This is an optimization exercise on Yosys and OpenROAD, whose aim is small area, a short achievable clock period and few clock cycles, not a production implementation.
RTL that was checked went through simulation tests only; none was proved equivalent to the original.
No functional check of the RTL was part of runs 1 and 2.
No activity file was given, so power comes from the tool's default toggle rates.

===== flow/run.sh =====
#!/bin/bash
# synth_recipe.tcl (not shown) runs the flow's synth.tcl, then flattens the netlist and writes it again
# the make line also repeats each setting of config.mk as NAME=value (left out here)
make -C /OpenROAD-flow-scripts/flow DESIGN_CONFIG=/design/flow/config.mk WORK_HOME=/design/flow/orfs CLKGATE_MAP_FILE= SYNTH_SCRIPT=/design/flow/synth_recipe.tcl finish

===== flow/config.mk =====
export PLATFORM = sky130hd
export DESIGN_NAME = MDU
export DESIGN_NICKNAME = MDU
export VERILOG_FILES = /design/flow/design.v
export SDC_FILE = /design/flow/constraint.sdc
export NUM_CORES = 4
export LEC_CHECK = 0
export ABC_CLOCK_PERIOD_IN_PS = 4500
export CAP_MARGIN = 20
export CELL_PAD_IN_SITES_DETAIL_PLACEMENT = 1
export CELL_PAD_IN_SITES_GLOBAL_PLACEMENT = 2
export CORE_MARGIN = 2
export CORE_UTILIZATION = 30
export PLACE_DENSITY = 0.5
export SETUP_SLACK_MARGIN = 5
export SLEW_MARGIN = 20

===== flow/design.v =====
`timescale 1ns/1ps
module MDU #(
    parameter DATA_WIDTH = 32
)(
    input   clk, rst_n, is_high, valid_input
,   input   [1:0]                   Mul_Div_unsigned
,   input   [1:0]                   MulDivControl
,   input   [DATA_WIDTH - 1:0]      rs1, rs2
,   output  [DATA_WIDTH - 1:0]      OutData
,   output  stall
);
    localparam S_IDLE = 3'd0, S_NEG = 3'd1, S_SKIP = 3'd2, S_STEP = 3'd3,
               S_ALIGN = 3'd4, S_COPY = 3'd5, S_NEGR = 3'd6, S_DONE = 3'd7;
    reg [2:0]  state;
    reg [4:0]  cnt;
    reg [2:0]  jc;
    reg        mdiv, mrem, negres, selH, bprev, bext, nostep, done;
    reg [34:0] H;
    reg [31:0] L;
    reg [32:0] D;
    wire is_div = MulDivControl[0] | MulDivControl[1];
    wire is_rem = MulDivControl[1];
    wire dsg    = ~Mul_Div_unsigned[0];
    wire a_sg   = is_div ? dsg : (~is_high | Mul_Div_unsigned[0]);
    wire b_sg   = is_div ? dsg : (~is_high | (Mul_Div_unsigned[0] & ~Mul_Div_unsigned[1]));
    wire [32:0] A33 = {a_sg & rs1[31], rs1};
    wire [32:0] B33 = {b_sg & rs2[31], rs2};
    function [2:0] jof(input [32:0] v);
        begin
            if      (&v[32:1]  | ~|v[32:1])  jof = 3'd4;
            else if (&v[32:9]  | ~|v[32:9])  jof = 3'd3;
            else if (&v[32:17] | ~|v[32:17]) jof = 3'd2;
            else if (&v[32:25] | ~|v[32:25]) jof = 3'd1;
            else                             jof = 3'd0;
        end
    endfunction
    function [3:0] lzn(input [31:0] x);
        integer i;
        begin
            lzn = 4'd8;
            for (i = 0; i < 8; i = i + 1)
                if (|x[4*i +: 4]) lzn = 4'd7 - i;
        end
    endfunction
    wire [2:0] ja   = jof(A33);
    wire [2:0] jb   = jof(B33);
    wire       swap = ja > jb;
    wire [2:0] jm   = swap ? ja : jb;
    wire       negA  = dsg & rs1[31];
    wire       bneg  = dsg & rs2[31];
    wire       bzero = ~|rs2;
    wire [3:0] za    = lzn(rs1 ^ {32{negA}});
    wire [3:0] zb    = lzn(rs2 ^ {32{bneg}});
    wire [4:0] nsk   = {1'b0, za} + 5'd7 - {1'b0, zb} - {4'd0, negA};
    wire [2:0] jd    = (bzero | nsk[4]) ? 3'd0 : ((nsk[3] & (nsk[2] | nsk[1])) ? 3'd4 : nsk[3:1]);
    wire       negq  = dsg & (rs1[31] ^ rs2[31]) & ~bzero;
    wire       selA  = (state == S_IDLE) & (is_div ? negA : ~swap);
    wire       selL1 = is_div | swap;
    wire [32:0] Din  = selA ? A33 : B33;
    wire step   = (state == S_STEP);
    wire xdiv   = mdiv & step;
    wire mstep  = ~mdiv & step;
    wire last17 = mstep & (cnt == 5'd0) & (jc == 3'd0);
    wire b1     = last17 ? bext : L[1];
    wire b0     = last17 ? bext : L[0];
    wire bone   = b0 ^ bprev;
    wire btwo   = (~b1 & b0 & bprev) | (b1 & ~b0 & ~bprev);
    wire bneg_d = b1 & ~(b0 & bprev);
    wire one  = mstep ? bone   : 1'b1;
    wire two  = mstep ? btwo   : 1'b0;
    wire inv  = mstep ? bneg_d : (xdiv ? ~D[32] : 1'b1);
    wire [34:0] D35 = {{2{D[32]}}, D};
    wire [34:0] Y   = (one ? D35 : (two ? {D35[33:0], 1'b0} : 35'd0)) ^ {35{inv}};
    wire [34:0] X   = xdiv ? {H[33:0], L[31]} : {{2{H[34]}}, H[34:2]};
    wire [34:0] S   = X + Y + {34'd0, inv};
    wire nxt_done = (state == S_NEGR)
                  | ((state == S_SKIP)  & (jc == 3'd1) & nostep & ~negres)
                  | ((state == S_STEP)  & (cnt == 5'd0) & (mdiv ? ~negres : (jc == 3'd0)))
                  | ((state == S_ALIGN) & (jc == 3'd1));
    always @(posedge clk or negedge rst_n) begin
        if (~rst_n) begin
            state <= S_IDLE;
            done  <= 1'b0;
        end else begin
            done <= nxt_done;
            case (state)
                S_IDLE:  if (valid_input)
                             state <= is_div ? (negA ? S_NEG : (jd != 3'd0 ? S_SKIP : S_STEP)) : S_STEP;
                S_NEG:   state <= (jc != 3'd0) ? S_SKIP : S_STEP;
                S_SKIP:  if (jc == 3'd1) state <= nostep ? (negres ? S_COPY : S_DONE) : S_STEP;
                S_STEP:  if (cnt == 5'd0)
                             state <= mdiv ? (negres ? S_COPY : S_DONE)
                                           : (jc != 3'd0 ? S_ALIGN : S_DONE);
                S_ALIGN: if (jc == 3'd1) state <= S_DONE;
                S_COPY:  state <= S_NEGR;
                S_NEGR:  state <= S_DONE;
                default: state <= S_IDLE;
            endcase
        end
    end
    always @(posedge clk) begin
        case (state)
            S_IDLE, S_DONE: begin
                H      <= 35'd0;
                L      <= selL1 ? rs1 : rs2;
                D      <= Din;
                mdiv   <= is_div;
                mrem   <= is_rem;
                bext   <= swap ? A33[32] : B33[32];
                bprev  <= 1'b0;
                selH   <= is_div ? is_rem : is_high;
                negres <= is_rem ? negA : negq;
                nostep <= jd[2];
                if (is_div) begin
                    jc  <= jd;
                    cnt <= 5'd31 - {jd[1:0], 3'd0};
                end else begin
                    jc  <= jm;
                    cnt <= 5'd16 - {jm, 2'd0};
                end
            end
            S_NEG: begin
                H <= 35'd0;
                L <= S[31:0];
                D <= Din;
            end
            S_SKIP: begin
                H  <= {H[26:0], L[31:24]};
                L  <= {L[23:0], 8'd0};
                jc <= jc - 3'd1;
            end
            S_STEP: begin
                cnt   <= cnt - 5'd1;
                bprev <= L[1];
                if (mdiv) begin
                    H <= S[34] ? X : S;
                    L <= {L[30:0], ~S[34]};
                end else begin
                    H <= S;
                    L <= {H[1:0], L[31:2]};
                end
            end
            S_ALIGN: begin
                H  <= {{8{H[34]}}, H[34:8]};
                L  <= {H[7:0], L[31:8]};
                jc <= jc - 3'd1;
            end
            S_COPY: begin
                D <= {1'b0, mrem ? H[31:0] : L};
                H <= 35'd0;
                L <= S[31:0];
            end
            default: begin  
                H    <= 35'd0;
                L    <= S[31:0];
                selH <= 1'b0;
            end
        endcase
    end
    assign OutData = selH ? H[31:0] : L;
    assign stall   = valid_input & ~done;
endmodule

===== flow/constraint.sdc =====
create_clock -name core_clock -period 10.0 [get_ports {clk}]
set_input_delay 2.0000 -clock core_clock [delete_from_list [all_inputs] [get_ports {clk}]]
set_output_delay 2.0000 -clock core_clock [all_outputs]
set_load 0.01 [all_outputs]

==> impl_metrics.env, run 1 <==
export IMPL_stdcell_count=2191
export IMPL_syn_area_um2=11400
export IMPL_synthToLayoutAreaGrowth_pct=49.52
export IMPL_grt_max_degree=66
export IMPL_worst_path_stages=25
export IMPL_synth_distinct_cells=74
export IMPL_critical_path_top_delay_family="simple AND/OR/NAND/NOR gates"
export IMPL_start_util_pct=30.34
export IMPL_synth_top_family_by_area="compound AO/OA/AOI/OAI gates"
export IMPL_power_density_nw_per_um2=423.2
export IMPL_ctsRootBufferMaster="clkbuf_16"
export IMPL_maxCapViolCount=0
export IMPL_ys_seq_area_share_pct=25.37
export IMPL_synth_top_cell_by_area="edfxtp_1"
export IMPL_synthAdderAreaFrac_pct=6.124
export IMPL_via_count=13150
export IMPL_fin_crit_sh_pct=56.82
export IMPL_holdWs_ns=0.5789
export IMPL_vdd_ir_drop_max_v=0.0001643
export IMPL_wire_per_inst_um=29.74
export IMPL_path_buf_inv=7
export IMPL_dr_pass1_iters=7
export IMPL_report_final_slew_viol_count=0
export IMPL_dp_cells=2018
export IMPL_skew_ns=0.009709
export IMPL_drtIter0Drc=1388
export IMPL_post_place_ws_ns=2.783
export IMPL_cp_data_required_time_ns=10.37
export IMPL_coreArea_um2=37580
export IMPL_grt_overflow_total=0
export IMPL_stdcell_area_um2=17050
export IMPL_synth_fp_nets=1604
export IMPL_dieWidth_um=198.9
export IMPL_routed_via_density=6.001
export IMPL_dpl_hpwl_mm=45.66
export IMPL_synth_simple_area_share_pct=23.53
export IMPL_yosysWarnings=1
export IMPL_rsz0062_at_grt="yes"
export IMPL_fin_ws_ns=4.318
export IMPL_clk_path_buf_depth=2
export IMPL_synth_area_mux_share_pct=8.385
export IMPL_synthTopCellsByArea="edfxtp_1 13%, dfxtp_1 12%, nand2_1 8.4%"
export IMPL_slew_limit_headroom_pct=26.14
export IMPL_drt_wl_total_mm=65.15
export IMPL_io_pins=105
export IMPL_reg2reg_depth=25
export IMPL_worst_ep_arrival_time_ns=6.05
export IMPL_ctsHoldBuffers=0
export IMPL_portBuffers=104
export IMPL_cts_tree="yes"
export IMPL_synth_xor_area_share_pct=5.729
export IMPL_finalPower_mw=7.214
export IMPL_die_area_um2=39580
export IMPL_fmax_mhz=176.0
export IMPL_drc=0
export IMPL_synth_flop_cell="dfxtp_1"
export IMPL_clock_latency_ns=0.43
export IMPL_antenna_found_initial=0
export IMPL_cts_clk_slew_worst_paths_ns=0.06
export IMPL_cpMostUsedCell="buf_12"
export IMPL_antenna_left=0
export IMPL_crit_fanout=7
export IMPL_ys_ff_latch=119
export IMPL_gp_congestion=0.8691
export IMPL_critPathKind="register to register"
export IMPL_max_stage_delay_ns=0.52
export IMPL_synthTopCellsByCount="254 x nand2_1, 100 x a21oi_1, 83 x clkbuf_1"
export IMPL_critPathSlowestCell="or4b_4"
export IMPL_yosysMostFrequentCell="nand2_1"
export IMPL_n_antenna_cell=0
export IMPL_grt_pass1_vias=13380
export IMPL_clkSinkCount=119
export IMPL_grt_pass1_wl_mm=93.34
export IMPL_cp_end_kind="register"
export IMPL_drive_gt1_share_pct=34.11
export IMPL_start_kind="register"
export IMPL_final_util_pct=45.36
export IMPL_p_leak_nw=6.532
export IMPL_syn_area_per_cell_um2=7.714
export IMPL_hold_class="register to register"
export IMPL_die_h_um=198.9
export IMPL_nets=1793
export IMPL_min_period_ns=5.682
export IMPL_synthCells=1478
export IMPL_setup_tns_ns=0
export IMPL_yosysTopAreaCellShare_pct=12.91
export IMPL_h_tree_depth=4
export IMPL_worstMarginPinSlew_ns=1.105
export IMPL_rows=71
export IMPL_synth_compound_area_share_pct=26.46
export IMPL_synthArstFlopShare_pct=3.361
export IMPL_setup_violations=0
export IMPL_holdPathStages=2
export IMPL_placed_area_um2=13110
export IMPL_synth_edf_count=49
export IMPL_numCtsBuffers=17
export IMPL_grt_usage_pct=32.65
export IMPL_outcome="finished clean"
export IMPL_hold_viol_final=0
-- placed cells by master, fill, tap and decap left out, drive strengths merged, types with 25 or more instances in the layout --
cell type	n
dfxtp	66
a31oi	43
o211ai	33
nor2	80
ha	51
nand2	254
nand3	53
buf	182
mux2i	37
inv	29
mux2	52
edfxtp	49
or3	25
a222oi	30
xor2	50
clkbuf	37
clkdlybuf4s50	37
o21ai	67
a21oi	100
nor2b	40
a211oi	40
a22oi	61
-- where the power goes --
part,leakage [nW],internal [mW],switching (mW)
registers,1.07,0.795,0.462
clock network,0.270,0.365,0.253
logic,5.19,2.25,3.08
total,6.53,3.41,3.80
-- cells by family (layout without fill, tap and decap cells) --
kind of cell    count (synthesis)  in the layout
mux                            89             89
fa+ha+maj                      54             54
xor+xnor                       73             73
compound gates                447            447
flops                         119            119
buf+inv                       129            329
simple gates                  567            569
-- final timing paths --
kind	from	end	slack (ns)
setup reg to reg	cnt[0]	H[30]	4.32
hold reg to reg	H[32]	H[24]	0.58
max in group asynchronous	rst_n	state[1]	8.03
hold / removal	H[32]	H[24]	0.58
setup / recovery	cnt[0]	H[30]	4.32
min in group asynchronous	rst_n	done	1.77
-- state kept, by name (all words and copies together) (netlist names) --
name    cells
H          35
D          33
L          32
cnt         5
jc          3
state       3
bext        1
bprev       1
done        1
mdiv        1
mrem        1
negres      1
nostep      1
selH        1
-- worst min-delay path, delay by kind of cell, from the launching register on --
family / cells / cell delay, ns
flops: 1 / 0.37
compound gates: 2 / 0.18
-- area by class of cell --
type / instances / area [um^2]
Clock inverter: 13 / 132.6
Inverter: 31 / 122.6
Fill cell: 4332 / 20530
Sequential cell: 119 / 2895
Multi-Input combinational cell: 1232 / 10030
Clock buffer: 19 / 432.9
Timing Repair Buffer: 266 / 2790
Tap cell: 511 / 639.4
-- layer usage --
metal	global-route usage (%)	vias to the layer above	routed length [um]
li1	-	5923	-
met1	46.68	6699	30370
met2	51.62	441	29780
met3	3.188	86	2976
met4	10.06	0	2027
met5	0	-	0
-- timing repair --
action / CTS / global route
buffers inserted: 99 / 22
gates cloned: 16 / 4
resized for setup: 405 / 215
setup endpoints to repair: 110 / 109
pin swaps: 104 / 135
==> run 2, diff against run 1 <==
--- a/flow/config.mk
+++ b/flow/config.mk
@@ -6,5 +6,4 @@
 export NUM_CORES = 4
 export LEC_CHECK = 0
-export ABC_CLOCK_PERIOD_IN_PS = 4500
 export CAP_MARGIN = 20
 export CELL_PAD_IN_SITES_DETAIL_PLACEMENT = 1
==> impl_metrics.env, run 2 <==
export IMPL_setup_tns_ns=0
export IMPL_yosysWarnings=1
export IMPL_drive_gt1_share_pct=34.11
export IMPL_h_tree_depth=4
export IMPL_setup_violations=0
export IMPL_synthToLayoutAreaGrowth_pct=49.52
export IMPL_r2r_end="H[30]"
export IMPL_synth_edf_count=49
export IMPL_grt_pass1_wl_mm=93.34
export IMPL_holdPathStages=2
export IMPL_yosysMostFrequentCell="nand2_1"
export IMPL_ys_ff_latch=119
export IMPL_met3_usage_pct=3.188
export IMPL_grt_max_degree=66
export IMPL_cp_data_required_time_ns=10.37
export IMPL_multi_input_area_um2=10030
export IMPL_n_antenna_cell=0
export IMPL_hold_viol_final=0
export IMPL_drt_wl_total_mm=65.15
export IMPL_fin_ws_ns=4.318
export IMPL_hold_start="H[32]"
export IMPL_rsz0062_at_grt="yes"
export IMPL_dr_pass1_iters=7
export IMPL_grt_usage_pct=32.65
export IMPL_synth_distinct_cells=74
export IMPL_finalPower_mw=7.214
export IMPL_coreArea_um2=37580
export IMPL_die_area_um2=39580
export IMPL_dieWidth_um=198.9
export IMPL_gp_congestion=0.8691
export IMPL_yosysTopAreaCellShare_pct=12.91
export IMPL_report_final_slew_viol_count=0
export IMPL_outcome="finished clean"
export IMPL_slew_limit_headroom_pct=26.14
export IMPL_ys_seq_area_share_pct=25.37
export IMPL_worstMarginPinSlew_ns=1.105
export IMPL_hold_class="register to register"
export IMPL_via_count=13150
export IMPL_grtUsageMet2_pct=51.62
export IMPL_numCtsBuffers=17
export IMPL_dpl_hpwl_mm=45.66
export IMPL_crit_fanout=7
export IMPL_fmax_mhz=176.0
export IMPL_mostFrequentLayoutCell="nand2_1"
export IMPL_largest_register_ffs=35
export IMPL_ctsRootBufferMaster="clkbuf_16"
export IMPL_io_pins=105
export IMPL_grt_overflow_total=0
export IMPL_clk_path_buf_depth=2
export IMPL_cts_clk_slew_worst_paths_ns=0.06
export IMPL_grt_busiest_layer="met2"
export IMPL_power_density_nw_per_um2=423.2
export IMPL_fin_crit_sh_pct=56.82
export IMPL_final_cell_mix="210 x nand2_1, 106 x buf_4, 79 x a21oi_1"
export IMPL_min_delay_worst_endpoint="H[24]"
export IMPL_antenna_found_initial=0
export IMPL_grt_pass1_vias=13380
export IMPL_syn_area_per_cell_um2=7.714
export IMPL_clock_latency_ns=0.43
export IMPL_worst_ep_arrival_time_ns=6.05
export IMPL_regMostFlops="H"
export IMPL_ff2ff_setup_slack_ns=4.32
export IMPL_wire_per_inst_um=29.74
export IMPL_routed_via_density=6.001
export IMPL_use_met1_pct=46.68
export IMPL_synthTopCellsByArea="edfxtp_1 13%, dfxtp_1 12%, nand2_1 8.4%"
export IMPL_cts_tree="yes"
export IMPL_skew_ns=0.009709
export IMPL_drc=0
export IMPL_antenna_left=0
export IMPL_post_place_ws_ns=2.783
export IMPL_cp_end_kind="register"
export IMPL_reg2reg_depth=25
export IMPL_timing_rr_start="cnt[0]"
export IMPL_portBuffers=104
export IMPL_drtIter0Drc=1388
export IMPL_synth_top_cell_by_area="edfxtp_1"
export IMPL_start_util_pct=30.34
export IMPL_maxCapViolCount=0
export IMPL_synth_fp_nets=1604
export IMPL_clkSinkCount=119
export IMPL_synthTopCellsByCount="254 x nand2_1, 100 x a21oi_1, 83 x clkbuf_1"
export IMPL_fillers=4332
export IMPL_die_h_um=198.9
export IMPL_start_kind="register"
export IMPL_synth_flop_cell="dfxtp_1"
export IMPL_syn_area_um2=11400
export IMPL_synthCells=1478
export IMPL_synthArstFlopShare_pct=3.361
export IMPL_reg_largest_list="H: 35 flops, D: 33 flops, L: 32 flops"
export IMPL_nets=1793
export IMPL_rows=71
export IMPL_holdWs_ns=0.5789
export IMPL_p_leak_nw=6.532
export IMPL_critPathKind="register to register"
export IMPL_vdd_ir_drop_max_v=0.0001643
export IMPL_min_period_ns=5.682
export IMPL_ff_latch_area_um2=2895
## run 2: cell counts in the layout (fill, tap and decap cells not counted)
Identical to the previous run, type by type.
## run 2: area by class of cell
class	count	area share, %
Inverter	31	0.7193
Clock inverter	13	0.7780
Clock buffer	19	2.540
Tap cell	511	3.751
Sequential cell	119	16.98
Timing Repair Buffer	266	16.37
Multi-Input combinational cell	1232	58.86
## run 2: worst max-delay path by stage
| stage | startpoint | endpoint | slack [ns] | depth (start not counted) |
|---|---|---|---|---|
| 2_1_floorplan | rs2[30] | L[5] | 4.47 | 16 |
| 3_3_place_gp | MulDivControl[1] | D[2] | 2.79 | 20 |
| 3_5_place_dp | MulDivControl[1] | D[3] | 2.78 | 20 |
| 4_1_cts | cnt[0] | H[25] | 4.42 | 25 |
| 5_1_grt | cnt[0] | H[22] | 4.13 | 25 |
| 6_report | cnt[0] | H[30] | 4.32 | 25 |
## run 2: routing by layer
metal | wire, um | vias to the layer above
met5 | 0 | -
met4 | 2027 | 0
met3 | 2976 | 86
met2 | 29780 | 441
met1 | 30370 | 6699
li1 | - | 5923
## run 2: power breakdown
part / switching (mW) / leakage [nW] / total [mW] / internal, mW
logic: 3.08 / 5.19 / 5.34 / 2.25
registers: 0.462 / 1.07 / 1.26 / 0.795
clock network: 0.253 / 0.270 / 0.618 / 0.365
total: 3.80 / 6.53 / 7.21 / 3.41
## run 2: cells by family (layout without fill, tap and decap cells)
family / count (synthesis) / after routing / share of synthesized area, %
simple gates: 567 / 569 / 23.53
compound gates: 447 / 447 / 26.46
buf+inv: 129 / 329 / 4.401
flops: 119 / 119 / 25.37
mux: 89 / 89 / 8.385
xor+xnor: 73 / 73 / 5.729
fa+ha+maj: 54 / 54 / 6.124
## run 2: per-stage QoR
stage | cell area, um^2 | instances | util, %
floorplan | 11690 | 1478 | -
global placement | 13110 | 2018 | 34.89
detailed placement | 13110 | 2018 | 34.89
CTS | 16010 | 2165 | 42.62
global route | 17050 | 2191 | 45.36
finish | 17050 | 2191 | 45.36
## run 2: timing repair
action / 4_1_cts / 5_1_grt
gates cloned: 16 / 4
pin swaps: 104 / 135
setup buffers: 99 / 22
gates resized for setup: 405 / 215
hold buffers: 0 / 0
setup endpoints to repair: 110 / 109
## run 2: worst max-delay path, stage by stage (launching register included)
cell      delay, ns
edfxtp_1       0.42
inv_2          0.11
ha_4           0.12
or4b_4         0.52
nor3_4         0.21
mux2_4         0.33
ha_4           0.23
nand2b_4       0.17
buf_12         0.16
buf_12         0.12
nor2_4         0.15
buf_4          0.16
a22oi_1        0.08
xor2_1         0.17
ha_1           0.42
and2_1         0.26
and3_1         0.24
nor2b_1        0.40
a31oi_4        0.16
a31o_4         0.28
a21boi_4       0.22
buf_12         0.19
buf_12         0.12
buf_16         0.12
nand3_1        0.10
nand3_1        0.12
==> run 3, diff against run 2 <==
--- a/flow/design.v
+++ b/flow/design.v
@@ -15,5 +15,5 @@
     reg [4:0]  cnt;
     reg [2:0]  jc;
-    reg        mdiv, mrem, negres, selH, bprev, bext, nostep, done;
+    reg        mdiv, mrem, negres, selH, bprev, bext, nostep;
     reg [34:0] H;
     reg [31:0] L;
@@ -35,10 +35,10 @@
         end
     endfunction
-    function [3:0] lzn(input [31:0] x);
+    function [5:0] bitlen(input [31:0] x);
         integer i;
         begin
-            lzn = 4'd8;
-            for (i = 0; i < 8; i = i + 1)
-                if (|x[4*i +: 4]) lzn = 4'd7 - i;
+            bitlen = 6'd0;
+            for (i = 0; i < 32; i = i + 1)
+                if (x[i]) bitlen = i + 1;
         end
     endfunction
@@ -50,8 +50,8 @@
     wire       bneg  = dsg & rs2[31];
     wire       bzero = ~|rs2;
-    wire [3:0] za    = lzn(rs1 ^ {32{negA}});
-    wire [3:0] zb    = lzn(rs2 ^ {32{bneg}});
-    wire [4:0] nsk   = {1'b0, za} + 5'd7 - {1'b0, zb} - {4'd0, negA};
-    wire [2:0] jd    = (bzero | nsk[4]) ? 3'd0 : ((nsk[3] & (nsk[2] | nsk[1])) ? 3'd4 : nsk[3:1]);
+    wire [5:0] bla   = bitlen(rs1 ^ {32{negA}}) + {5'd0, negA};
+    wire [5:0] blb   = bitlen(rs2 ^ {32{bneg}});
+    wire [6:0] nsk   = 7'd31 + {1'b0, blb} - {1'b0, bla};
+    wire [2:0] jd    = bzero ? 3'd0 : (nsk[6] ? 3'd0 : (nsk[5] ? 3'd4 : {1'b0, nsk[4:3]}));
     wire       negq  = dsg & (rs1[31] ^ rs2[31]) & ~bzero;
     wire       selA  = (state == S_IDLE) & (is_div ? negA : ~swap);
@@ -74,14 +74,8 @@
     wire [34:0] X   = xdiv ? {H[33:0], L[31]} : {{2{H[34]}}, H[34:2]};
     wire [34:0] S   = X + Y + {34'd0, inv};
-    wire nxt_done = (state == S_NEGR)
-                  | ((state == S_SKIP)  & (jc == 3'd1) & nostep & ~negres)
-                  | ((state == S_STEP)  & (cnt == 5'd0) & (mdiv ? ~negres : (jc == 3'd0)))
-                  | ((state == S_ALIGN) & (jc == 3'd1));
     always @(posedge clk or negedge rst_n) begin
         if (~rst_n) begin
             state <= S_IDLE;
-            done  <= 1'b0;
         end else begin
-            done <= nxt_done;
             case (state)
                 S_IDLE:  if (valid_input)
@@ -101,5 +95,5 @@
     always @(posedge clk) begin
         case (state)
-            S_IDLE, S_DONE: begin
+            S_IDLE: if (valid_input) begin
                 H      <= 35'd0;
                 L      <= selL1 ? rs1 : rs2;
@@ -121,5 +115,4 @@
             end
             S_NEG: begin
-                H <= 35'd0;
                 L <= S[31:0];
                 D <= Din;
@@ -149,14 +142,13 @@
                 D <= {1'b0, mrem ? H[31:0] : L};
                 H <= 35'd0;
-                L <= S[31:0];
             end
-            default: begin  
-                H    <= 35'd0;
+            S_NEGR: begin
                 L    <= S[31:0];
                 selH <= 1'b0;
             end
+            default: ;
         endcase
     end
     assign OutData = selH ? H[31:0] : L;
-    assign stall   = valid_input & ~done;
+    assign stall   = valid_input & (state != S_DONE);
 endmodule
--- a/flow/config.mk
+++ b/flow/config.mk
@@ -12,4 +12,3 @@
 export CORE_UTILIZATION = 30
 export PLACE_DENSITY = 0.5
-export SETUP_SLACK_MARGIN = 5
 export SLEW_MARGIN = 20
==> impl_metrics.env, run 3 <==
export IMPL_clkSinkCount=118
export IMPL_syn_area_per_cell_um2=7.557
export IMPL_synthArstFlopShare_pct=2.542
export IMPL_synthToLayoutAreaGrowth_pct=16.01
export IMPL_yosysTopAreaCellShare_pct=25.07
export IMPL_dieWidth_um=218.3
export IMPL_worstMarginPinSlew_ns=1.013
export IMPL_io_pins=105
export IMPL_grt_overflow_total=0
export IMPL_die_h_um=218.3
export IMPL_cts_resized=0
export IMPL_h_tree_depth=4
export IMPL_die_area_um2=47650
export IMPL_min_period_ns=7.854
export IMPL_report_final_slew_viol_count=0
export IMPL_synth_fp_nets=1948
export IMPL_worst_ep_arrival_time_ns=8.04
export IMPL_wire_per_inst_um=29.63
export IMPL_placed_area_um2=15400
export IMPL_rsz0062_at_grt="no"
export IMPL_drtIter0Drc=1374
export IMPL_nets=1954
export IMPL_maxCapViolCount=0
export IMPL_drc=0
export IMPL_reg_largest_list="H: 35 flops, D: 33 flops, L: 32 flops"
export IMPL_start_kind="input pin"
export IMPL_final_cell_mix="257 x nand2_1, 161 x a21oi_1, 115 x edfxtp_1"
export IMPL_dr_pass1_iters=9
export IMPL_start_util_pct=30.36
export IMPL_cp_data_required_time_ns=10.18
export IMPL_synthCells=1823
export IMPL_ctsHoldBuffers=0
export IMPL_antenna_found_initial=1
export IMPL_holdWs_ns=0.6122
export IMPL_cts_clk_slew_worst_paths_ns=0.06
export IMPL_grt_pass1_wl_mm=104.6
export IMPL_yosysWarnings=1
export IMPL_routed_via_density=6.094
export IMPL_gp_congestion=0.8619
export IMPL_antenna_left=0
export IMPL_stdcell_area_um2=15980
export IMPL_grt_pass1_vias=14600
export IMPL_p_leak_nw=6.013
export IMPL_synth_flop_cell="edfxtp_1"
export IMPL_outcome="finished clean"
export IMPL_grt_max_degree=66
export IMPL_numCtsBuffers=17
export IMPL_cts_tree="yes"
export IMPL_power_density_nw_per_um2=414.9
export IMPL_stdcell_count=2444
export IMPL_rows=78
export IMPL_fmax_mhz=127.3
export IMPL_via_count=14890
export IMPL_setup_violations=0
export IMPL_ys_ff_latch=118
export IMPL_critPathKind="input pin to register"
export IMPL_synth_top_cell_by_area="edfxtp_1"
export IMPL_portBuffers=104
export IMPL_regMostFlops="H"
export IMPL_drt_wl_total_mm=72.42
export IMPL_mostFrequentLayoutCell="nand2_1"
export IMPL_hold_class="register to register"
export IMPL_clk_path_buf_depth=2
export IMPL_clock_latency_ns=0.45
export IMPL_ctsRootBufferMaster="clkbuf_16"
export IMPL_syn_area_um2=13780
export IMPL_synth_distinct_cells=86
export IMPL_setup_tns_ns=0
export IMPL_yosysMostFrequentCell="nand2_1"
export IMPL_vdd_ir_drop_max_v=0.0002040
export IMPL_ys_seq_area_share_pct=25.61
export IMPL_slew_limit_headroom_pct=32.20
export IMPL_dpl_hpwl_mm=54.56
export IMPL_crit_fanout=14
export IMPL_dp_cells=2410
export IMPL_largest_register_ffs=35
export IMPL_synthTopCellsByArea="edfxtp_1 25%, nand2_1 7.0%, a21oi_1 6.0%"
export IMPL_grt_usage_pct=30.10
export IMPL_coreArea_um2=45380
export IMPL_final_util_pct=35.22
export IMPL_cp_end_kind="register"
export IMPL_hold_viol_final=0
export IMPL_post_cts_buffers=0
export IMPL_fin_crit_sh_pct=78.54
export IMPL_synth_edf_count=115
export IMPL_drive_gt1_share_pct=7.438
export IMPL_skew_ns=0.01056
export IMPL_synthTopCellsByCount="257 x nand2_1, 165 x a21oi_1, 140 x clkbuf_1"
## run 3: changes by cell type after synthesis, sizes merged, moves of 37 or more
| cell | before | now |
|---|---|---|
| a21oi | 100 | 166 |
| edfxtp | 49 | 115 |
| and3 | 15 | 52 |
| clkbuf | 83 | 141 |
| dfxtp | 66 | 0 |
## run 3: area by class of cell
| class | count | area [um^2] |
|---|---|---|
| multi-input cells | 1512 | 9643 |
| inverters | 40 | 151.4 |
| clock inverters | 13 | 137.6 |
| diodes | 2 | 5.005 |
| repair buffers | 140 | 1331 |
| clock buffers | 19 | 432.9 |
| fillers | 5473 | 29400 |
| well taps | 600 | 750.7 |
| flip-flops and latches | 118 | 3530 |
## run 3: power breakdown
group	switching, mW	internal, mW
logic	2.92	1.60
clock network	0.253	0.385
registers	0.516	0.957
## run 3: final timing paths
path	startpoint	endpoint	slack, ns	cells past startpoint
worst min-delay path	cnt[0]	cnt[0]	0.61	1
worst max-delay path	rs1[31]	cnt[3]	2.15	25
max in group asynchronous	rst_n	state[2]	8.08	1
worst min register to register	cnt[0]	cnt[0]	0.61	1
min in group asynchronous	rst_n	state[2]	1.74	1
worst max register to register	state[1]	H[20]	2.72	22
## run 3: through the flow
| stage | total power [mW] | setup slack (ns) |
|---|---|---|
| final | 6.631 | 2.146 |
| after global routing | 6.983 | 1.661 |
| after CTS | 6.556 | 2.142 |
| after detailed placement | 5.886 | 1.686 |
| after global placement | 5.871 | 1.829 |
| after floorplan | 3.956 | 3.042 |
## run 3: critical path, stage by stage
cell and delay [ns]:
clkdlybuf4s50_1 0.75, nor2b_1 0.35, buf_4 0.22, or4_1 0.40, a32oi_1 0.24, o22ai_1 0.16, a221oi_1 0.27, o21ai_1 0.12
a22oi_1 0.29, o21bai_1 0.10, a21oi_1 0.16, ha_1 0.22, a311o_1 0.17, nand3_1 0.16, ha_1 0.33, ha_1 0.40
a21oi_1 0.23, nand2_1 0.07, a21o_1 0.20, or3_1 0.35, a21oi_1 0.15, a21oi_1 0.07, a21oi_1 0.30, and3_1 0.24
o22ai_1 0.09
## run 3: logic make-up after synthesis
| group | synth area share [%] |
|---|---|
| simple gates | 25.25 |
| compound gates | 26.74 |
| flops | 25.61 |
| fa+ha+maj | 4.868 |
| buf+inv | 5.304 |
| xor+xnor | 4.550 |
| mux | 7.675 |
## run 3: metal layers
layer	up-vias	global-route usage, %	part of all wire [%]
li1	6818	-	-
met1	7599	43.03	47
met2	429	49.75	47
met3	47	2.296	4.4
met4	0	5.692	1.2
met5	-	0	0
Testbench counts of run 3, summed over its fixed seeds: cycles 112,443.

afterwards: timing with drivers on the ports:
No port has a modelled driver above. Below, the same layouts with a new extraction and two added sets of constraints.
Step 1, drivers: a clkbuf_16 drives clk and a buf_2 each remaining input, both assumed.
Step 2 times the ports against the registers' clock, not the clock port: input delays grow and output delays shrink by t, the midpoint of the rising clock arrivals with the driver on.
a / b / c = ideal / step 1 / step 2; a / b = the first two.
run | t, ns | setup slack, ns | latest minus earliest clock arrival (ns)
run 1 | 0.484 | 4.318 / 4.318 / 3.942 | 0.010 / 0.010
run 2 | 0.484 | 4.318 / 4.318 / 3.942 | 0.010 / 0.010
run 3 | 0.501 | 2.146 / 2.180 / 1.679 | 0.011 / 0.010
After both steps every run listed still meets setup and hold. The setup slack of run 3, which loses most, moves by +0.034 ns with the drivers and by -0.467 ns with both steps.
